Source: an optimization exercise on an open RTL-to-GDS flow (aim: small area, a short achievable clock period and few clock cycles per item). Production flows keep margins and buffers that such runs may drop.
Where RTL was checked, it was by simulation tests only, not by an equivalence proof against the original.
The clock port is modelled as an ideal driver, which makes a skipped or thinned clock tree look cheaper than it is; a real chip needs a root buffer or a tree.
Power figures rest on the tool's default switching activity, not on a simulated workload.

==> module RIM, before the edit <==
module RIM(
    input clk,rst_n,in_valid,
    input [7:0] maze,
    output reg out_valid,
    output reg [2:0] out_row,out_col
);
localparam CUT = 7;
reg  [62:8] a;
wire [63:8] R = {1'b1, a};
wire [71:8] B;    
reg  [2:0] cnt;
reg        calc;
reg        m_prev;
assign B[71:64] = 8'd0;
genvar r, c;
generate
    for (r = 1; r <= 7; r = r + 1) begin : g_r
        for (c = 0; c <= 7; c = c + 1) begin : g_c
            if (r == 7 && c == 7) begin : g_t
                assign B[63] = 1'b1;
            end else if (r + c == CUT - 1) begin : g_u
                assign B[r*8+c] = R[r*8+c] & (((r == 7) ? 1'b0 : R[(r+1)*8+c]) | ((c == 7) ? 1'b0 : R[r*8+c+1]));
            end else if (c == 7) begin : g_e
                assign B[r*8+c] = R[r*8+c] & B[(r+1)*8+c];
            end else begin : g_i
                assign B[r*8+c] = R[r*8+c] & (B[(r+1)*8+c] | B[r*8+c+1]);
            end
        end
    end
endgenerate
wire busy = calc | out_valid;
wire shift = ~busy | m_prev;
integer i;
always @(posedge clk) begin
    for (i = 8; i < 56; i = i + 1)
        a[i] <= shift ? R[i+8] : B[i];
    for (i = 56; i < 63; i = i + 1)
        a[i] <= ~busy ? maze[i-56] : (m_prev | B[i]);
end
wire at_start = (out_row == 3'd0) && (out_col == 3'd0);
wire at_end   = (out_row == 3'd7) && (out_col == 3'd7);
wire [7:0] below = m_prev ? R[23:16] : R[15:8];
wire down_w = (out_row != 3'd7) && below[out_col];
wire down = at_start ? B[8] : down_w;
always @(posedge clk) begin
    m_prev <= out_valid & ~at_end & down;
end
always @(posedge clk or negedge rst_n) begin
    if (!rst_n) begin
        cnt <= 3'd0;
        calc <= 1'b0;
        out_valid <= 1'b0;
        out_row <= 3'd0;
        out_col <= 3'd0;
    end else begin
        if (in_valid)
            cnt <= cnt + 3'd1;
        calc <= in_valid && cnt == 3'd7;
        if (calc)
            out_valid <= 1'b1;
        else if (out_valid) begin
            if (at_end) begin
                out_valid <= 1'b0;
                out_row <= 3'd0;
                out_col <= 3'd0;
            end else if (at_start) begin
                out_row <= {2'b00, B[8]};
                out_col <= {2'b00, ~B[8]};
            end else if (down_w)
                out_row <= out_row + 3'd1;
            else
                out_col <= out_col + 3'd1;
        end
    end
end
endmodule
export LEC_CHECK = 0
export ABC_CLOCK_PERIOD_IN_PS = 2500
export CAP_MARGIN = 20
export CORE_MARGIN = 2
export CORE_UTILIZATION = 40
export SLEW_MARGIN = 20
create_clock -name core_clock -period 8.0 [get_ports {clk}]
standard.sh (not shown) runs the stock make flow with config.mk's settings and CLKGATE_MAP_FILE= SYNTH_SCRIPT=/design/flow/synth_recipe.tcl, a recipe that flattens the netlist after the stock synthesis.
==> flow/flow/run.sh <==
#!/bin/bash
# Standard ORFS layout (the standard.sh, standard synthesis unchanged),
# with the extra make settings listed in flow/args.txt (one per line).
set -euo pipefail
mapfile -t ARGS < <(grep -v '^#' flow/args.txt | grep -v '^$')
bash standard.sh "${ARGS[@]}" finish > standard_flow.log 2>&1
==> flow/flow/args.txt <==
SETUP_SLACK_MARGIN=5.5
BUFFER_PORTS_ARGS=-buffer_cell sky130_fd_sc_hd__buf_1
Testbench counts at the start, summed over its fixed seeds: cycles 11,040, mazes 480.
Rerun with:
--- a/flow/design.v
+++ b/flow/design.v
@@ -33,19 +33,19 @@
 integer i;
 always @(posedge clk) begin
     for (i = 8; i < 56; i = i + 1)
         a[i] <= shift ? R[i+8] : B[i];
     for (i = 56; i < 63; i = i + 1)
-        a[i] <= ~busy ? maze[i-56] : (m_prev | B[i]);
+        a[i] <= ~busy ? maze[i-56] : (~m_prev & B[i]);
 end
 wire at_start = (out_row == 3'd0) && (out_col == 3'd0);
 wire at_end   = (out_row == 3'd7) && (out_col == 3'd7);
 wire [7:0] below = m_prev ? R[23:16] : R[15:8];
-wire down_w = (out_row != 3'd7) && below[out_col];
+wire down_w = below[out_col];
 wire down = at_start ? B[8] : down_w;
 always @(posedge clk) begin
-    m_prev <= out_valid & ~at_end & down;
+    m_prev <= out_valid & down;
 end
 always @(posedge clk or negedge rst_n) begin
     if (!rst_n) begin
         cnt <= 3'd0;
         calc <= 1'b0;
@@ -61,14 +61,11 @@
         else if (out_valid) begin
             if (at_end) begin
                 out_valid <= 1'b0;
                 out_row <= 3'd0;
                 out_col <= 3'd0;
-            end else if (at_start) begin
-                out_row <= {2'b00, B[8]};
-                out_col <= {2'b00, ~B[8]};
-            end else if (down_w)
+            end else if (down)
                 out_row <= out_row + 3'd1;
             else
                 out_col <= out_col + 3'd1;
         end
     end
Effect:
- flip-flop and latch count stays the same
- design area decreases by 0.95%
- clock skew decreases by 0.0048 ns
- via count decreases by 9.0%
- utilization increases by 0.37 points
Testbench counts after the change, summed over its fixed seeds: cycles 11,040, mazes 480.

Setup of the reference run:
The RTL this note starts from:
==> flow/design.v <==
module RIM(
    input clk,rst_n,in_valid,
    input [7:0] maze,
    output reg out_valid,
    output reg [2:0] out_row,out_col
);
localparam CUT = 7;
reg  [62:8] a;
wire [63:8] R = {1'b1, a};
wire [71:8] B;    
reg  [2:0] cnt;
reg        calc;
reg        m_prev;
assign B[71:64] = 8'd0;
genvar r, c;
generate
    for (r = 1; r <= 7; r = r + 1) begin : g_r
        for (c = 0; c <= 7; c = c + 1) begin : g_c
            if (r == 7 && c == 7) begin : g_t
                assign B[63] = 1'b1;
            end else if (r + c == CUT - 1) begin : g_u
                assign B[r*8+c] = R[r*8+c] & (((r == 7) ? 1'b0 : R[(r+1)*8+c]) | ((c == 7) ? 1'b0 : R[r*8+c+1]));
            end else if (c == 7) begin : g_e
                assign B[r*8+c] = R[r*8+c] & B[(r+1)*8+c];
            end else begin : g_i
                assign B[r*8+c] = R[r*8+c] & (B[(r+1)*8+c] | B[r*8+c+1]);
            end
        end
    end
endgenerate
wire busy = calc | out_valid;
wire shift = ~busy | m_prev;
integer i;
always @(posedge clk) begin
    for (i = 8; i < 56; i = i + 1)
        a[i] <= shift ? R[i+8] : B[i];
    for (i = 56; i < 63; i = i + 1)
        a[i] <= ~busy ? maze[i-56] : (~m_prev & B[i]);
end
wire at_end   = (out_row == 3'd7) && (out_col == 3'd7);
wire [7:0] below = m_prev ? R[23:16] : {R[15:9], B[8]};
wire down = below[out_col];
always @(posedge clk) begin
    m_prev <= out_valid & down;
end
always @(posedge clk) begin
    cnt <= in_valid ? cnt + 3'd1 : 3'd0;
    calc <= in_valid && cnt == 3'd7;
end
always @(posedge clk or negedge rst_n) begin
    if (!rst_n) begin
        out_valid <= 1'b0;
        out_row <= 3'd0;
        out_col <= 3'd0;
    end else begin
        out_valid <= calc | (out_valid & ~at_end);
        if (out_valid) begin
            if (down)
                out_row <= out_row + 3'd1;
            if (~down | at_end)
                out_col <= out_col + 3'd1;
        end
    end
end
endmodule
Settings: LEC_CHECK=0, ABC_CLOCK_PERIOD_IN_PS=2500, CAP_MARGIN=20, CORE_MARGIN=2, CORE_UTILIZATION=40, SLEW_MARGIN=20; clock period 8.0 ns.
==> flow/flow/run.sh <==
#!/bin/bash
# Standard ORFS layout (the standard.sh, standard synthesis unchanged),
# with the extra make settings listed in flow/args.txt (one per line), and
# the clock tree replaced by flow/oneclk.tcl (run as the PRE_CTS hook).
set -euo pipefail
mapfile -t ARGS < <(grep -v '^#' flow/args.txt | grep -v '^$')
bash standard.sh "${ARGS[@]}" PRE_CTS_TCL=$PWD/flow/oneclk.tcl finish > standard_flow.log 2>&1
==> flow/flow/oneclk.tcl <==
# PRE_CTS hook: replace the clock tree by a few clock buffers, each driving an
# equal share of the clock sinks (split by x position) from the centre of its
# share, so the clock reaches every register through exactly one buffer.
# TritonCTS is then skipped: clock_tree_synthesis becomes a no-op.
set clkbuf_cell sky130_fd_sc_hd__clkbuf_8
set sinks_per_buf 16
set db [ord::get_db]
set block [ord::get_db_block]
set m [$db findMaster $clkbuf_cell]
set clk [$block findNet clk]
set sinks {}
foreach it [$clk getITerms] {
  set bb [[$it getInst] getBBox]
  lappend sinks [list [expr {([$bb xMin]+[$bb xMax])/2}] [expr {([$bb yMin]+[$bb yMax])/2}] $it]
}
set sinks [lsort -integer -index 0 $sinks]
set ns [llength $sinks]
set nb [expr {($ns + $sinks_per_buf - 1) / $sinks_per_buf}]
puts "oneclk: $ns clock sinks, $nb buffers ($clkbuf_cell)"
for {set g 0} {$g < $nb} {incr g} {
  set lo [expr {$g*$ns/$nb}]
  set hi [expr {($g+1)*$ns/$nb - 1}]
  set nn [odb::dbNet_create $block clknet_root_$g]
  $nn setSigType CLOCK
  set inst [odb::dbInst_create $block $m clkbuf_root_$g]
  set xs 0; set ys 0; set n 0
  foreach s [lrange $sinks $lo $hi] {
    lassign $s x y it
    incr xs $x; incr ys $y; incr n
    $it disconnect
    $it connect $nn
  }
  $inst setLocation [expr {$xs/$n}] [expr {$ys/$n}]
  $inst setPlacementStatus PLACED
  foreach it [$inst getITerms] {
    set mt [[$it getMTerm] getName]
    if {$mt == "A"} {$it connect $clk}
    if {$mt == "X"} {$it connect $nn}
  }
}
detailed_placement
rename clock_tree_synthesis {}
proc clock_tree_synthesis {args} { puts "clock_tree_synthesis skipped: clock buffers placed by oneclk.tcl" }
Scripts as last shown in full above: flow/flow/args.txt
Testbench counts of the reference run, summed over its fixed seeds: cycles 11,040, mazes 480.
Inputs modified between the reference run and the trial run:
--- a/flow/design.v
+++ b/flow/design.v
@@ -34,32 +34,40 @@
 always @(posedge clk) begin
     for (i = 8; i < 56; i = i + 1)
         a[i] <= shift ? R[i+8] : B[i];
     for (i = 56; i < 63; i = i + 1)
         a[i] <= ~busy ? maze[i-56] : (~m_prev & B[i]);
 end
+wire at_start = (out_row == 3'd0) && (out_col == 3'd0);
 wire at_end   = (out_row == 3'd7) && (out_col == 3'd7);
-wire [7:0] below = m_prev ? R[23:16] : {R[15:9], B[8]};
-wire down = below[out_col];
+wire [7:0] below = m_prev ? R[23:16] : R[15:8];
+wire down_w = below[out_col];
+wire down = at_start ? B[8] : down_w;
 always @(posedge clk) begin
     m_prev <= out_valid & down;
 end
-always @(posedge clk) begin
-    cnt <= in_valid ? cnt + 3'd1 : 3'd0;
-    calc <= in_valid && cnt == 3'd7;
-end
 always @(posedge clk or negedge rst_n) begin
     if (!rst_n) begin
+        cnt <= 3'd0;
+        calc <= 1'b0;
         out_valid <= 1'b0;
         out_row <= 3'd0;
         out_col <= 3'd0;
     end else begin
-        out_valid <= calc | (out_valid & ~at_end);
-        if (out_valid) begin
-            if (down)
+        if (in_valid)
+            cnt <= cnt + 3'd1;
+        calc <= in_valid && cnt == 3'd7;
+        if (calc)
+            out_valid <= 1'b1;
+        else if (out_valid) begin
+            if (at_end) begin
+                out_valid <= 1'b0;
+                out_row <= 3'd0;
+                out_col <= 3'd0;
+            end else if (down)
                 out_row <= out_row + 3'd1;
-            if (~down | at_end)
+            else
                 out_col <= out_col + 3'd1;
         end
     end
 end
 endmodule
## What came out
The trial run: no failed stages, no open violations at the end. Internal portion of total power: the trial run and the reference run compared, higher one is the reference run. Relative to the reference run, placement-stage worst setup slack decreased by 130 ps in the trial run. Diff the reference run -> the trial run | amount of wire on met2 after detailed routing | up by more than 10%. In the reports for the trial run and the reference run, the smaller sequential share of cell area belongs to the trial run. Worst supply voltage drop on vdd, the trial run vs the reference run: up by more than 10%. Comparing the trial run and the reference run, the higher fraction of the yosys area taken by sequential cells was measured on the reference run. The run with more setup slack is the trial run; the reference run has less. Re synthesized cell count: the reference run was lower than the trial run. The simple-gate portion of the synthesized area of the trial run and that of the reference run are within noise of each other.
Testbench counts of the trial run, summed over its fixed seeds: cycles 11,040, mazes 480.
No run of this note takes its clock network from TritonCTS; it comes from the design's own scripts or RTL.

## red
Starts from the design.v that is shown in full above.
Settings: LEC_CHECK=0, ABC_CLOCK_PERIOD_IN_PS=2500, CAP_MARGIN=20, CORE_MARGIN=2, CORE_UTILIZATION=40, SLEW_MARGIN=20; clock period 8.0 ns.
==> flow/flow/oneclk.tcl <==
# PRE_CTS hook: replace the clock tree by a few clock buffers, each driving an
# equal share of the clock sinks (split by x position) from the centre of its
# share, so the clock reaches every register through exactly one buffer.
# TritonCTS is then skipped: clock_tree_synthesis becomes a no-op.
set clkbuf_cell sky130_fd_sc_hd__clkbuf_16
set sinks_per_buf 21
set db [ord::get_db]
set block [ord::get_db_block]
set m [$db findMaster $clkbuf_cell]
set clk [$block findNet clk]
set sinks {}
foreach it [$clk getITerms] {
  set bb [[$it getInst] getBBox]
  lappend sinks [list [expr {([$bb xMin]+[$bb xMax])/2}] [expr {([$bb yMin]+[$bb yMax])/2}] $it]
}
set sinks [lsort -integer -index 0 $sinks]
set ns [llength $sinks]
set nb [expr {($ns + $sinks_per_buf - 1) / $sinks_per_buf}]
puts "oneclk: $ns clock sinks, $nb buffers ($clkbuf_cell)"
for {set g 0} {$g < $nb} {incr g} {
  set lo [expr {$g*$ns/$nb}]
  set hi [expr {($g+1)*$ns/$nb - 1}]
  set nn [odb::dbNet_create $block clknet_root_$g]
  $nn setSigType CLOCK
  set inst [odb::dbInst_create $block $m clkbuf_root_$g]
  set xs 0; set ys 0; set n 0
  foreach s [lrange $sinks $lo $hi] {
    lassign $s x y it
    incr xs $x; incr ys $y; incr n
    $it disconnect
    $it connect $nn
  }
  $inst setLocation [expr {$xs/$n}] [expr {$ys/$n}]
  $inst setPlacementStatus PLACED
  foreach it [$inst getITerms] {
    set mt [[$it getMTerm] getName]
    if {$mt == "A"} {$it connect $clk}
    if {$mt == "X"} {$it connect $nn}
  }
}
detailed_placement
rename clock_tree_synthesis {}
proc clock_tree_synthesis {args} { puts "clock_tree_synthesis skipped: clock buffers placed by oneclk.tcl" }
Scripts as last shown in full above: flow/flow/run.sh, flow/flow/args.txt
Having completed the whole flow, red delivered a layout that passed the timing, DRC and antenna checks.
Testbench counts of red, summed over its fixed seeds: cycles 11,040, mazes 480.
[inputs] blue vs red
==> flow/design.v <==
module RIM(
    input clk,rst_n,in_valid,
    input [7:0] maze,
    output reg out_valid,
    output reg [2:0] out_row,out_col
);
localparam CUT = 7;
reg  [62:8] a;
wire [63:8] R = {1'b1, a};
wire [71:8] B;    
reg  [2:0] cnt;
reg        calc;
reg        m_prev;
assign B[71:64] = 8'd0;
genvar r, c;
generate
    for (r = 1; r <= 7; r = r + 1) begin : g_r
        for (c = 0; c <= 7; c = c + 1) begin : g_c
            if (r == 7 && c == 7) begin : g_t
                assign B[63] = 1'b1;
            end else if (r + c == CUT - 1) begin : g_u
                assign B[r*8+c] = R[r*8+c] & (((r == 7) ? 1'b0 : R[(r+1)*8+c]) | ((c == 7) ? 1'b0 : R[r*8+c+1]));
            end else if (c == 7) begin : g_e
                assign B[r*8+c] = R[r*8+c] & B[(r+1)*8+c];
            end else begin : g_i
                assign B[r*8+c] = R[r*8+c] & (B[(r+1)*8+c] | B[r*8+c+1]);
            end
        end
    end
endgenerate
wire busy = calc | out_valid;
wire shift = ~busy | m_prev;
integer i;
always @(posedge clk) begin
    for (i = 8; i < 56; i = i + 1)
        a[i] <= shift ? R[i+8] : B[i];
    for (i = 56; i < 63; i = i + 1)
        a[i] <= ~busy ? maze[i-56] : (~m_prev & B[i]);
end
wire at_start = (out_row == 3'd0) && (out_col == 3'd0);
wire at_end   = (out_row == 3'd7) && (out_col == 3'd7);
wire [7:0] below = m_prev ? R[23:16] : R[15:8];
wire down_w = below[out_col];
wire down = at_start ? B[8] : down_w;
always @(posedge clk) begin
    m_prev <= out_valid & down;
end
always @(posedge clk) begin
    cnt <= in_valid ? cnt + 3'd1 : 3'd0;
    calc <= in_valid && cnt == 3'd7;
end
always @(posedge clk or negedge rst_n) begin
    if (!rst_n) begin
        out_valid <= 1'b0;
        out_row <= 3'd0;
        out_col <= 3'd0;
    end else begin
        if (calc)
            out_valid <= 1'b1;
        else if (out_valid) begin
            if (at_end) begin
                out_valid <= 1'b0;
                out_row <= 3'd0;
                out_col <= 3'd0;
            end else if (down)
                out_row <= out_row + 3'd1;
            else
                out_col <= out_col + 3'd1;
        end
    end
end
endmodule
### Flow results
Re first-pass GRT wire length: red was higher than blue.
Both conditions hold for blue: the flow ran to the end and the final layout passed the timing, DRC and antenna checks.
Summary of blue over red: setup slack at placement shows an increase of 0.034 ns; cell area rose about 0.64%; first-iteration DRC count now larger; peak supply drop has increased; design internal power rose by 0.59%.
The total power of blue and that of red are within noise of each other.
red has higher fraction of standard cell area that is sequential than blue.
Between red and blue, via count is higher for red, blue comes in under that.
blue: worst-margin pin slew is 0.14 ns higher than what red reported.
[compare] base=red new=blue: fraction of synthesis flops using an asynchronous set or reset pin held; detail-routed net length per standard cell went down 3.1%.
Only the layout flow was run in blue; the RTL was not checked for function there. In every run of this note, the design's own scripts or RTL, not TritonCTS, make the clock network.

==> what the ideal ports hide <==
The flow's constraints put no driver on any port. The routed layouts listed below were extracted and timed again, unchanged, in two steps. Step 1 sets driving cells, clkbuf_16 on the clock port and buf_2 on the other inputs (assumed; they add their load-dependent delay and slew). Step 2 also shifts input and output timing later by t, the mid clock arrival at the registers, as if the neighbouring blocks saw the same clock. a / b / c = no drivers / after step 1 / after step 2; a / b = the first two.
run | t (ns) | slack for setup (ns) | hold WS [ns] | worst setup path after step 2 | worst register clock-pin slew, ns
the first run of note 1 | 0.358 | 5.521 / 5.492 / 5.714 | 0.437 / 0.437 / 0.437 | input to register | 0.07 / 0.07
the second run of note 1 | 0.357 | 5.496 / 5.469 / 5.672 | 0.445 / 0.445 / 0.445 | register to register | 0.07 / 0.07
the reference run | 0.202 | 5.564 / 5.513 / 5.714 | 0.422 / 0.422 / 0.422 | register to output | 0.10 / 0.10
the trial run | 0.205 | 5.599 / 5.548 / 5.691 | 0.438 / 0.438 / 0.438 | register to register | 0.10 / 0.10
red | 0.203 | 5.579 / 5.522 / 5.725 | 0.421 / 0.421 / 0.421 | register to output | 0.08 / 0.08
blue | 0.203 | 5.573 / 5.516 / 5.675 | 0.428 / 0.428 / 0.428 | register to register | 0.09 / 0.09
After both steps setup and hold are still met in every run listed.
